Source: an optimization exercise on an open RTL-to-GDS flow (aim: small area, a short achievable clock period and few clock cycles). Production flows keep margins and buffers that such runs may drop.
In this exercise RTL edits were held to simulation tests only and were not proved equivalent to the original.

## birch
// JAM
module JAM (
	input CLK,
	input RST,
	output [2:0] W,
	output [2:0] J,
	input [6:0] Cost,
	output [3:0] MatchCount,
	output reg [9:0] MinCost,
	output reg Valid
);
For scale: about 3200 cells after synthesis, ~30 I/O pins, about 0.034 mm2 of cells after synthesis.
clock: 5.0 ns
lec_check: 0
cap_margin: 20
core_margin: 2
core_utilization: 40
slew_margin: 20
run.sh (not shown) runs the stock make flow with config.mk's settings and CLKGATE_MAP_FILE= SYNTH_SCRIPT=/design/flow/synth_recipe.tcl, a recipe that flattens the netlist after the stock synthesis.
Testbench counts of birch, summed over its fixed seeds: cycles 3,556.
Relative to birch, the following input files were edited for maple:
-- flow/design.v --
<<< birch, line 76
	input [9:0] a, b;
	input cin;
	reg [9:0] p, G, P, Gn, Pn;
	integer i, d;
	begin
		p = a ^ b;
		G = a & b;
		P = a | b;
		for (d = 1; d < 10; d = d * 2) begin
			Gn = G;
			Pn = P;
			for (i = d; i < 10; i = i + 1) begin
				Gn[i] = G[i] | (P[i] & G[i - d]);
				Pn[i] = P[i] & P[i - d];
			end
			G = Gn;
			P = Pn;
		end
		fadd[0] = p[0] ^ cin;
		for (i = 1; i < 10; i = i + 1)
			fadd[i] = p[i] ^ (G[i - 1] | (P[i - 1] & cin));
	end
endfunction
function flt;
	input [8:0] a, b;
	reg [8:0] G, P, Gn, Pn;
	integer i, d;
	begin
		G = a & ~b;
		P = a | ~b;
		for (d = 1; d < 9; d = d * 2) begin
			Gn = G;
			Pn = P;
			for (i = d; i < 9; i = i + 1) begin
				Gn[i] = G[i] | (P[i] & G[i - d]);
				Pn[i] = P[i] & P[i - d];
			end
			G = Gn;
			P = Pn;
		end
		flt = ~(G[8] | P[8]);
	end
endfunction
>>> maple, line 76
	input [9:0] a, b;
	input cin;
	begin
		fadd = a + b + {9'd0, cin};
	end
endfunction
function flt;
	input [8:0] a, b;
	begin
		flt = a < b;
	end
endfunction
==> comparison <==
maple against birch: HPWL after detailed placement fell by 4.2%, growth of design area from synthesis to finish rose by 0.41 points.
A endpoint of the most critical setup path of W[2] is what birch shows, while J[0] belongs to maple.
On core utilization, birch and maple are neck and neck.
maple vs birch — setup slack dropped 0.014 ns.
Testbench counts of maple, summed over its fixed seeds: cycles 3,556.

--- another note on this design; it stands on its own ---

Setup of run A:
==> flow/design.v (excerpt) <==
module JAM (
	input CLK,
	input RST,
	output [2:0] W,
	output [2:0] J,
	input [6:0] Cost,
	output [3:0] MatchCount,
	output reg [9:0] MinCost,
	output reg Valid
);
Size: ~530 flip-flops, about 30 I/O pins, ~32000 sq um of cells after synthesis.
Settings: LEC_CHECK=0, ABC_AREA=1, CAP_MARGIN=20, CORE_MARGIN=2, CORE_UTILIZATION=45, SETUP_SLACK_MARGIN=0.3, SLEW_MARGIN=20; clock period 5.0 ns.
run.sh (not shown) runs the stock make flow with config.mk's settings and CLKGATE_MAP_FILE= SYNTH_SCRIPT=/design/flow/synth_recipe.tcl, a recipe that flattens the netlist after the stock synthesis.
No stage failed in run A, and the final checks on the layout all came back clean.
Testbench counts of run A, summed over its fixed seeds: cycles 3,082.
Here is what was changed in the inputs of run B compared with run A.
- a deleted SETUP_SLACK_MARGIN that had been 0.3
- a change of CORE_UTILIZATION from 45 to 40
==> run notes <==
Async set-reset flop share out of synthesis: run B vs run A, no meaningful difference. Summary — global routing met3 resource utilization, run B relative to run A: lower, by 1.5 points. Run B vs. run A: setup slack of the critical path after layout went down by 0.028 ns, logic depth of the worst register-to-register path went down by about 17%, final cell count went up by about 1.5%. Layout overhead on the synthesized area delta for run B relative to run A: 1.7 points lower. Average vias per placed instance in run B is about 2.4% below run A. Comparing the two runs side by side, run B comes out behind run A on minimum clock period. ~same sequential cell area in the final layout in run A and run B. Compared run A against run B; multi-input gate share of total cell area within noise.
#### Input delta (run C over run B)
- SETUP_SLACK_MARGIN now 0.8, previously not set
Summary of run C over run B: worst setup slack rose by 0.19 ns; flip-flop and latch share of the layout cell area fell by 2.0 points; summed area of non-filler cells in the final layout has increased; number of vias in the routed layout picked up an extra 2.6%.
The following lists how run D was set up differently from run C:
- changing SETUP_SLACK_MARGIN from 0.8 to 0.3
- changing CORE_UTILIZATION from 40 to 50
--- outcome ---
- When run D is measured against run C, its routed length on met3 turns out about 19% higher.
- Compared with run C, run D shows number of cell instances on the worst register-to-register path that has gone up by more than 10%.
- Against run C, upper clock frequency limit in run D fell by a few percent.
- Going from run C to run D, share of the cycle needed by the critical path after routing grows by 1.8 points.
- Compared with run C, run D shows die area that has gone down by more than 10%.
- Run D drops more vias than run C.
- Of the two values seen for end point of the critical path, jc[0] was produced by run D and pend[3] by run C.
- Run D vs. run C: critical-path maximum fanout has increased.
### run D -> run E
- swapping 50 for 58 in CORE_UTILIZATION
==> run notes <==
Run E finished every step from synthesis to the final layout, and the layout passed the timing, DRC and antenna checks. The met3 routed wirelength of run E is higher than that of run D. Number of cells upsized or downsized after cts: run E higher than run D. Of the two values seen for worst-path cell with the longest stage delay, sky130_fd_sc_hd__dfxtp_4 was produced by run D and sky130_fd_sc_hd__ha_1 by run E. Number of buffers on the longest clock path: run D vs run E identical.

-- afterwards: timing with drivers on the ports --
No port has a modelled driver above. Below, the same layouts with a new extraction and two added sets of constraints. Step 1 assumes that a clkbuf_16 drives the clock port and a buf_2 every other input. Step 2 moves the port delays by t, midway between the first and last clock arrival at a register: inputs arrive t later, outputs are due t later. That takes back most of the time a late clock gives input paths. a / b / c = ideal / step 1 / step 2; a / b = the first two.
run | t, ns | slack for setup (ns) | clock arrival spread, ns
birch | 0.709 | 0.163 / 0.094 / 0.301 | 0.072 / 0.072
maple | 0.725 | 0.149 / 0.079 / 0.364 | 0.084 / 0.084
run A | 0.701 | 0.416 / 0.416 / 0.416 | 0.031 / 0.032
run B | 0.712 | 0.387 / 0.387 / 0.387 | 0.018 / 0.017
run C | 0.702 | 0.573 / 0.573 / 0.481 | 0.022 / 0.022
run D | 0.695 | 0.482 / 0.482 / 0.482 | 0.077 / 0.077
run E | 0.705 | 0.448 / 0.448 / 0.448 | 0.059 / 0.059
After both steps setup and hold are still met in every run listed. For run C, which loses most, drivers alone change the setup slack by 0.000 ns; drivers and shift together by -0.092 ns.
